What follows belongs to an exercise in optimizing a design on an open flow for small area, a short achievable clock period and few clock cycles; a production flow would make more cautious choices.
Function was checked by simulation only, so behaviour that the tests miss may differ from the original.
Power is estimated from default activity; no workload was simulated.

==> 07-25 <==
## mips_cpu
module mips_cpu (
  input         clk,
  input         reset,
  output [31:0] imem_addr,
  input  [31:0] imem_rdata,
  output [31:0] dmem_addr,
  output [31:0] dmem_wdata,
  output        dmem_we,
  output        dmem_re,
  input  [31:0] dmem_rdata
);
Settings: LEC_CHECK=0, CAP_MARGIN=20, CORE_MARGIN=2, CORE_UTILIZATION=60, CTS_CLUSTER_DIAMETER=80, CTS_CLUSTER_SIZE=24, SLEW_MARGIN=20, SYNTH_HIERARCHICAL=1; clock period 11.5 ns.
standard.sh (not shown) runs the stock make flow with config.mk's settings and CLKGATE_MAP_FILE= SYNTH_SCRIPT=/design/flow/synth_recipe.tcl, a recipe that flattens the netlist after the stock synthesis.
==> flow/flow/run.sh <==
#!/bin/bash
# The standard layout (the standard.sh: standard synthesis, floorplan,
# placement, CTS, routing) with two changes:
# - the buffers that placement puts on every input and output port are
#   buf_4 cells (the platform's MIN_BUF_CELL_AND_PORTS) rather than the
#   default choice;
# - repair_timing works to a setup margin of 8.0 ns, so that it improves
#   paths that already meet the clock period (the SDC is unchanged).
set -euo pipefail
export BUFFER_PORTS_ARGS="-buffer_cell sky130_fd_sc_hd__buf_4"
export SETUP_SLACK_MARGIN=8.0
bash standard.sh > standard_flow.log 2>&1
==> inputs of 08-21, as changes to 07-25 <==
--- a/flow/design.v
+++ b/flow/design.v
@@ -30,20 +30,14 @@
       assign m3[i] = e1 &  (x1 ^ x2);      
       assign m2[i] = ~e1 & (x0 ^ x1);        
       assign m4[i] = ~e1 & ~(x0 ^ x1) & (x1 ^ x2);   
       assign n[i]  = x2;
     end
   endgenerate
 endmodule
-module add_x3 (
-  input      [31:0] a,
-  output     [31:0] y
-);
-  assign y = a + {a[30:0], 1'b0};
-endmodule
 module add3 (
   input      [31:0] x,
   input      [31:0] y,
   input      [31:0] z,
   output     [31:0] s
 );
   wire [31:0] ps = x ^ y ^ z;
@@ -690,34 +684,26 @@
   wire [7:0]  t_lo, npc_lo;
   wire        c8, f_pred;
   wire        fix;
   assign pc1 = pc + 30'd1;
   ks_add8 LO (.x(pc1[7:0]), .y(fi[7:0]), .s(t_lo), .co(c8));
   wire [29:0] jt = {pc[29:26], fi[25:0]};
   fetch_lo FL (
-    .fi(fi), .stall(stall), .lpexit(f_lpexit), .pc_s(pc[7:0]), .pc1_s(pc1[7:0]), .t_lo(t_lo),
+    .fi(fi), .stall(stall), .pc_s(pc[7:0]), .pc1_s(pc1[7:0]), .t_lo(t_lo),
     .npc_lo(npc_lo), .pred(f_pred)
   );
   wire [21:0] n_hi;
   fetch_hi #(11) FH0 (
     .fi(fi), .stall(stall), .pc_s(pc[18:8]), .hi(pc1[18:8]), .jt(jt[18:8]), .n(n_hi[10:0])
   );
   fetch_hi #(11) FH1 (
     .fi(fi), .stall(stall), .pc_s(pc[29:19]), .hi(pc1[29:19]), .jt(jt[29:19]), .n(n_hi[21:11])
   );
   wire [29:0] npc_f = {n_hi, npc_lo};
   wire [29:0] npc   = mispredict ? ex_alt : fix ? id_tgt : npc_f;
-  reg  [11:0] lp_tag;              
-  reg  [3:0]  lp_cnt, lp_trip;
-  reg         lp_valid;
-  reg         id_lphit, id_lpexit, ex_lphit, ex_bwd;
-  reg         lu_hit, lu_alloc, lu_taken;
-  reg  [11:0] lu_tag;
-  wire        f_lphit  = (pc1[11:0] == lp_tag);
-  wire        f_lpexit = f_lphit & lp_valid & (lp_cnt == lp_trip);
   wire [5:0]  op    = id_inst[31:26];
   wire [4:0]  rs    = id_inst[25:21];
   wire [4:0]  rt    = id_inst[20:16];
   wire [4:0]  rd    = id_inst[15:11];
   wire [5:0]  funct = id_inst[5:0];
   wire is_r    = (op == OP_R);
   wire r_ok    = is_r & (funct == F_ADD | funct == F_ADDU | funct == F_SUB |
@@ -738,15 +724,15 @@
   wire use_imm = is_addi | is_lui | is_lw | is_sw | is_mul;
   wire [4:0] dest = r_ok ? rd : (is_addi | is_lui | is_lw) ? rt : 5'd0;
   wire [31:0] imm_val = is_lui ? {id_inst[15:0], 16'd0} :
                         is_mul ? 32'd0 : {{16{id_inst[15]}}, id_inst[15:0]};
   wire [31:0] wd;
   add3 WD (.x(wb_val), .y(wb_c), .z(wb_d), .s(wd));
   wire [29:0] id_tgt = id_pc1 + {{14{id_inst[15]}}, id_inst[15:0]};
-  wire id_pred = (is_beq | is_bne) & (op[0] ^ (rs == rt)) & ~id_lpexit;
+  wire id_pred = (is_beq | is_bne) & (op[0] ^ (rs == rt));
   assign fix   = id_valid & id_pred & ~id_fastok & ~stall;
   wire [31:0] rf_rs, rf_rt;
   regfile REG (
     .clk(clk),
     .ra1(rs), .ra2(rt), .rd1(rf_rs), .rd2(rf_rt),
     .we(wb_dest != 5'd0), .wa(wb_dest), .wd(wd), .bd(wb_val)
   );
@@ -774,16 +760,15 @@
   wire [31:0] b  = fb_mem ? mem_result : fb_wb ? wb_val : ex_b;
   wire [31:0] sd = fs_mem ? mem_result : fs_wb ? wb_val : ex_sd;
   wire [31:0] alu_y;
   alu ALU (
     .sub(ex_sub), .sel_xor(ex_xor), .sel_sll(ex_sll),
     .a(a), .b(b), .shamt(ex_shamt), .y(alu_y)
   );
-  wire [31:0] a3;
-  add_x3 A3 (.a(a), .y(a3));
+  wire [31:0] a3 = a + {a[30:0], 1'b0};
   wire [10:0] bm1, bm2, bm3, bm4, bn;
   booth_enc BE (.b(sd), .m1(bm1), .m2(bm2), .m3(bm3), .m4(bm4), .n(bn));
   wire br_eq = (a == b);
   assign mispredict = ex_br & ((br_eq ^ ex_bne) ^ ex_pred);
   assign dmem_addr  = mem_result;
   assign dmem_wdata = mem_sdata;
   assign dmem_we    = mem_we;
@@ -795,46 +780,27 @@
     .r0(mul_r0), .r1(mul_r1), .r2(mul_r2)
   );
   always @(posedge clk) begin
     if (reset) begin
       pc       <= 30'd0;
       id_valid <= 1'b0;
       stall_r  <= 1'b0;
-      lp_valid <= 1'b0;
-      lp_cnt   <= 4'd0;
-      lu_hit   <= 1'b0;
-      lu_alloc <= 1'b0;
       ex_dest  <= 5'd0;
       ex_lw    <= 1'b0;
       ex_sw    <= 1'b0;
       ex_mul   <= 1'b0;
       ex_br    <= 1'b0;
       mem_dest <= 5'd0;
       mem_we   <= 1'b0;
       mem_re   <= 1'b0;
       mem_ld   <= 1'b0;
       mem_mul  <= 1'b0;
       wb_dest  <= 5'd0;
     end else begin
       pc <= npc;
-      lu_hit   <= ex_br & ex_lphit;
-      lu_alloc <= ex_br & ~ex_lphit & ex_bwd & ex_pred;
-      lu_taken <= br_eq ^ ex_bne;
-      if (lu_hit) begin
-        if (lu_taken) lp_cnt <= lp_cnt + 4'd1;
-        else begin
-          lp_cnt   <= 4'd0;
-          lp_trip  <= lp_cnt;
-          lp_valid <= 1'b1;
-        end
-      end else if (lu_alloc & ~lu_taken) begin
-        lp_tag   <= lu_tag;
-        lp_cnt   <= 4'd0;
-        lp_valid <= 1'b0;
-      end
       stall_r <= stall_n;
       if (mispredict | fix) id_valid <= 1'b0;
       else if (!stall)      id_valid <= 1'b1;
       ex_dest  <= go ? dest : 5'd0;
       ex_lw    <= go & is_lw;
       ex_sw    <= go & is_sw;
       ex_mul   <= go & is_mul;
@@ -844,17 +810,15 @@
       mem_re   <= ex_lw;
       mem_ld   <= ex_lw & ~ex_mul;    
       mem_mul  <= ex_mul;
       wb_dest  <= mem_dest;
     end
     if (!stall) begin
       id_inst <= fi;
-      id_fastok <= f_pred & ~f_lpexit & (c8 ~^ fi[7]);
-      id_lphit  <= f_lphit;
-      id_lpexit <= f_lpexit;
+      id_fastok <= f_pred & (c8 ~^ fi[7]);
       id_pc1  <= pc1;
     end
     ex_a     <= use_rs ? rf_rs : 32'd0;
     ex_b     <= use_imm ? imm_val : rf_rt;
     ex_sd    <= rf_rt;
     fa_mem   <= use_rs & (ex_dest != 5'd0) & (rs == ex_dest);
     fa_wb    <= use_rs & (mem_dest != 5'd0) & (rs == mem_dest);
@@ -864,17 +828,14 @@
     fs_wb    <= (mem_dest != 5'd0) & (rt == mem_dest);
     ex_shamt <= id_inst[10:6];
     ex_sub   <= is_sub;
     ex_xor   <= is_xor;
     ex_sll   <= is_sll;
     ex_bne   <= is_bne;
     ex_pred  <= id_pred;
-    ex_lphit <= id_lphit;
-    ex_bwd   <= id_inst[15];
-    lu_tag   <= ex_alt[11:0];
     ex_alt   <= id_pred ? id_pc1 : id_tgt;
     mem_result <= alu_y;
     mem_ma     <= a;
     mem_sdata  <= sd;
     mem_a3     <= a3;
     mem_m1     <= bm1;
     mem_m2     <= bm2;
@@ -934,23 +895,20 @@
   assign n = ({W{stall}} & pc_s) | ({W{s_j}} & jt) | ({W{s_n}} & hi);
 endmodule
 module fetch_lo (
   input  [31:0] fi,
   input         stall,
   input  [7:0]  pc_s,
   input  [7:0]  pc1_s,
-  input         lpexit,      
   input  [7:0]  t_lo,        
   output [7:0]  npc_lo,
   output        pred
 );
-  wire s_s, s_j, s_t0, s_n0;
-  fetch_dec D (.fi(fi), .stall(stall), .s_s(s_s), .s_j(s_j), .s_t(s_t0), .s_n(s_n0), .pred(pred));
-  wire s_t = s_t0 & ~lpexit;
-  wire s_n = s_n0 | (s_t0 & lpexit);
+  wire s_s, s_j, s_t, s_n;
+  fetch_dec D (.fi(fi), .stall(stall), .s_s(s_s), .s_j(s_j), .s_t(s_t), .s_n(s_n), .pred(pred));
   assign npc_lo = ({8{s_s}} & pc_s) | ({8{s_j}} & fi[7:0]) |
                   ({8{s_n}} & pc1_s) | ({8{s_t}} & t_lo);
 endmodule
 module ks_add8 (
   input  [7:0] x,
   input  [7:0] y,
   output [7:0] s,
==> flow/run.sh (new file) <==
#!/bin/bash
# synth_recipe.tcl (not shown) runs the flow's synth.tcl, then flattens the netlist and writes it again
# the make line also repeats each setting of config.mk as NAME=value (left out here)
make -C /OpenROAD-flow-scripts/flow DESIGN_CONFIG=/design/flow/config.mk WORK_HOME=/design/flow/orfs CLKGATE_MAP_FILE= SYNTH_SCRIPT=/design/flow/synth_recipe.tcl finish
CORE_UTILIZATION = 40   (was 60)
CTS_CLUSTER_DIAMETER = default   (was 80)
CTS_CLUSTER_SIZE = default   (was 24)
removed: flow/flow/run.sh
removed: flow/standard.sh
==> inputs of 01-19, as changes to 07-25 <==
--- a/flow/design.v
+++ b/flow/design.v
@@ -690,34 +690,26 @@
   wire [7:0]  t_lo, npc_lo;
   wire        c8, f_pred;
   wire        fix;
   assign pc1 = pc + 30'd1;
   ks_add8 LO (.x(pc1[7:0]), .y(fi[7:0]), .s(t_lo), .co(c8));
   wire [29:0] jt = {pc[29:26], fi[25:0]};
   fetch_lo FL (
-    .fi(fi), .stall(stall), .lpexit(f_lpexit), .pc_s(pc[7:0]), .pc1_s(pc1[7:0]), .t_lo(t_lo),
+    .fi(fi), .stall(stall), .pc_s(pc[7:0]), .pc1_s(pc1[7:0]), .t_lo(t_lo),
     .npc_lo(npc_lo), .pred(f_pred)
   );
   wire [21:0] n_hi;
   fetch_hi #(11) FH0 (
     .fi(fi), .stall(stall), .pc_s(pc[18:8]), .hi(pc1[18:8]), .jt(jt[18:8]), .n(n_hi[10:0])
   );
   fetch_hi #(11) FH1 (
     .fi(fi), .stall(stall), .pc_s(pc[29:19]), .hi(pc1[29:19]), .jt(jt[29:19]), .n(n_hi[21:11])
   );
   wire [29:0] npc_f = {n_hi, npc_lo};
   wire [29:0] npc   = mispredict ? ex_alt : fix ? id_tgt : npc_f;
-  reg  [11:0] lp_tag;              
-  reg  [3:0]  lp_cnt, lp_trip;
-  reg         lp_valid;
-  reg         id_lphit, id_lpexit, ex_lphit, ex_bwd;
-  reg         lu_hit, lu_alloc, lu_taken;
-  reg  [11:0] lu_tag;
-  wire        f_lphit  = (pc1[11:0] == lp_tag);
-  wire        f_lpexit = f_lphit & lp_valid & (lp_cnt == lp_trip);
   wire [5:0]  op    = id_inst[31:26];
   wire [4:0]  rs    = id_inst[25:21];
   wire [4:0]  rt    = id_inst[20:16];
   wire [4:0]  rd    = id_inst[15:11];
   wire [5:0]  funct = id_inst[5:0];
   wire is_r    = (op == OP_R);
   wire r_ok    = is_r & (funct == F_ADD | funct == F_ADDU | funct == F_SUB |
@@ -738,15 +730,15 @@
   wire use_imm = is_addi | is_lui | is_lw | is_sw | is_mul;
   wire [4:0] dest = r_ok ? rd : (is_addi | is_lui | is_lw) ? rt : 5'd0;
   wire [31:0] imm_val = is_lui ? {id_inst[15:0], 16'd0} :
                         is_mul ? 32'd0 : {{16{id_inst[15]}}, id_inst[15:0]};
   wire [31:0] wd;
   add3 WD (.x(wb_val), .y(wb_c), .z(wb_d), .s(wd));
   wire [29:0] id_tgt = id_pc1 + {{14{id_inst[15]}}, id_inst[15:0]};
-  wire id_pred = (is_beq | is_bne) & (op[0] ^ (rs == rt)) & ~id_lpexit;
+  wire id_pred = (is_beq | is_bne) & (op[0] ^ (rs == rt));
   assign fix   = id_valid & id_pred & ~id_fastok & ~stall;
   wire [31:0] rf_rs, rf_rt;
   regfile REG (
     .clk(clk),
     .ra1(rs), .ra2(rt), .rd1(rf_rs), .rd2(rf_rt),
     .we(wb_dest != 5'd0), .wa(wb_dest), .wd(wd), .bd(wb_val)
   );
@@ -795,46 +787,27 @@
     .r0(mul_r0), .r1(mul_r1), .r2(mul_r2)
   );
   always @(posedge clk) begin
     if (reset) begin
       pc       <= 30'd0;
       id_valid <= 1'b0;
       stall_r  <= 1'b0;
-      lp_valid <= 1'b0;
-      lp_cnt   <= 4'd0;
-      lu_hit   <= 1'b0;
-      lu_alloc <= 1'b0;
       ex_dest  <= 5'd0;
       ex_lw    <= 1'b0;
       ex_sw    <= 1'b0;
       ex_mul   <= 1'b0;
       ex_br    <= 1'b0;
       mem_dest <= 5'd0;
       mem_we   <= 1'b0;
       mem_re   <= 1'b0;
       mem_ld   <= 1'b0;
       mem_mul  <= 1'b0;
       wb_dest  <= 5'd0;
     end else begin
       pc <= npc;
-      lu_hit   <= ex_br & ex_lphit;
-      lu_alloc <= ex_br & ~ex_lphit & ex_bwd & ex_pred;
-      lu_taken <= br_eq ^ ex_bne;
-      if (lu_hit) begin
-        if (lu_taken) lp_cnt <= lp_cnt + 4'd1;
-        else begin
-          lp_cnt   <= 4'd0;
-          lp_trip  <= lp_cnt;
-          lp_valid <= 1'b1;
-        end
-      end else if (lu_alloc & ~lu_taken) begin
-        lp_tag   <= lu_tag;
-        lp_cnt   <= 4'd0;
-        lp_valid <= 1'b0;
-      end
       stall_r <= stall_n;
       if (mispredict | fix) id_valid <= 1'b0;
       else if (!stall)      id_valid <= 1'b1;
       ex_dest  <= go ? dest : 5'd0;
       ex_lw    <= go & is_lw;
       ex_sw    <= go & is_sw;
       ex_mul   <= go & is_mul;
@@ -844,17 +817,15 @@
       mem_re   <= ex_lw;
       mem_ld   <= ex_lw & ~ex_mul;    
       mem_mul  <= ex_mul;
       wb_dest  <= mem_dest;
     end
     if (!stall) begin
       id_inst <= fi;
-      id_fastok <= f_pred & ~f_lpexit & (c8 ~^ fi[7]);
-      id_lphit  <= f_lphit;
-      id_lpexit <= f_lpexit;
+      id_fastok <= f_pred & (c8 ~^ fi[7]);
       id_pc1  <= pc1;
     end
     ex_a     <= use_rs ? rf_rs : 32'd0;
     ex_b     <= use_imm ? imm_val : rf_rt;
     ex_sd    <= rf_rt;
     fa_mem   <= use_rs & (ex_dest != 5'd0) & (rs == ex_dest);
     fa_wb    <= use_rs & (mem_dest != 5'd0) & (rs == mem_dest);
@@ -864,17 +835,14 @@
     fs_wb    <= (mem_dest != 5'd0) & (rt == mem_dest);
     ex_shamt <= id_inst[10:6];
     ex_sub   <= is_sub;
     ex_xor   <= is_xor;
     ex_sll   <= is_sll;
     ex_bne   <= is_bne;
     ex_pred  <= id_pred;
-    ex_lphit <= id_lphit;
-    ex_bwd   <= id_inst[15];
-    lu_tag   <= ex_alt[11:0];
     ex_alt   <= id_pred ? id_pc1 : id_tgt;
     mem_result <= alu_y;
     mem_ma     <= a;
     mem_sdata  <= sd;
     mem_a3     <= a3;
     mem_m1     <= bm1;
     mem_m2     <= bm2;
@@ -934,23 +902,20 @@
   assign n = ({W{stall}} & pc_s) | ({W{s_j}} & jt) | ({W{s_n}} & hi);
 endmodule
 module fetch_lo (
   input  [31:0] fi,
   input         stall,
   input  [7:0]  pc_s,
   input  [7:0]  pc1_s,
-  input         lpexit,      
   input  [7:0]  t_lo,        
   output [7:0]  npc_lo,
   output        pred
 );
-  wire s_s, s_j, s_t0, s_n0;
-  fetch_dec D (.fi(fi), .stall(stall), .s_s(s_s), .s_j(s_j), .s_t(s_t0), .s_n(s_n0), .pred(pred));
-  wire s_t = s_t0 & ~lpexit;
-  wire s_n = s_n0 | (s_t0 & lpexit);
+  wire s_s, s_j, s_t, s_n;
+  fetch_dec D (.fi(fi), .stall(stall), .s_s(s_s), .s_j(s_j), .s_t(s_t), .s_n(s_n), .pred(pred));
   assign npc_lo = ({8{s_s}} & pc_s) | ({8{s_j}} & fi[7:0]) |
                   ({8{s_n}} & pc1_s) | ({8{s_t}} & t_lo);
 endmodule
 module ks_add8 (
   input  [7:0] x,
   input  [7:0] y,
   output [7:0] s,
==> summary.md <==
| Metric | Value |
|---|---|
| Outcome | no timing/DRC/antenna violations |
| Pwr Total | 13680 µW |
| Crit path max-delay family | simple AND/OR/NAND/NOR gates |
| First-pass DRT Iterations | 10 |
| Critical R2R Launch | id_inst[17] |
| Buf/Inv on CP | 2 |
-- figures above: 01-19

==> summary.md <==
| Metric | Value |
|---|---|
| Buf/Inv on CP | 1 |
| Critical R2R Launch | fa_wb |
| Crit path max-delay family | compound AO/OA/AOI/OAI gates |
| Outcome | no timing/DRC/antenna violations |
| First-pass DRT Iterations | 8 |
-- figures above: 08-21

==> summary.md <==
| Metric | Value |
|---|---|
| Clock latency (worst-skew pair) | 770 ps |
| Outcome | no timing/DRC/antenna violations |
| DP Worst Slack | 6763 ps |
| Crit path max fanout | 5 |
| Clock skew | 47.31 ps |
| Finished Cell Area | 93340 µm² |
| Buf/Inv on CP | 1 |
| Hold buffer count at CTS | 0 |
| Crit path max-delay family | flip-flops |
-- figures above: 07-25

Testbench counts of 07-25, summed over its fixed seeds: cycles 63,547.
Testbench counts of 08-21, summed over its fixed seeds: cycles 64,223.
Testbench counts of 01-19, summed over its fixed seeds: cycles 64,223.

## port drivers added, routing unchanged
No port has a modelled driver above. Below, the same layouts with a new extraction and two added sets of constraints. Step 1 assumes that a clkbuf_16 drives the clock port and a buf_2 every other input. Step 2 times the ports against the registers' clock, not the clock port: input delays grow and output delays shrink by t, the midpoint of the rising clock arrivals with the driver on. a / b / c = ideal ports / drivers / drivers and shift; a / b = the first two.
run | t, ns | slack for setup (ns) | worst register clock-pin slew, ns | pins driven straight from the clock port
07-25 | 0.828 | 7.828 / 7.751 / 7.169 | 0.11 / 0.11 | 1
08-21 | 0.917 | 6.087 / 6.087 / 6.087 | 0.07 / 0.07 | 1
01-19 | 0.827 | 7.918 / 7.850 / 7.124 | 0.11 / 0.11 | 1
After both steps every run listed still meets setup and hold. The setup slack of 01-19, which loses most, moves by -0.068 ns with the drivers and by -0.794 ns with both steps.
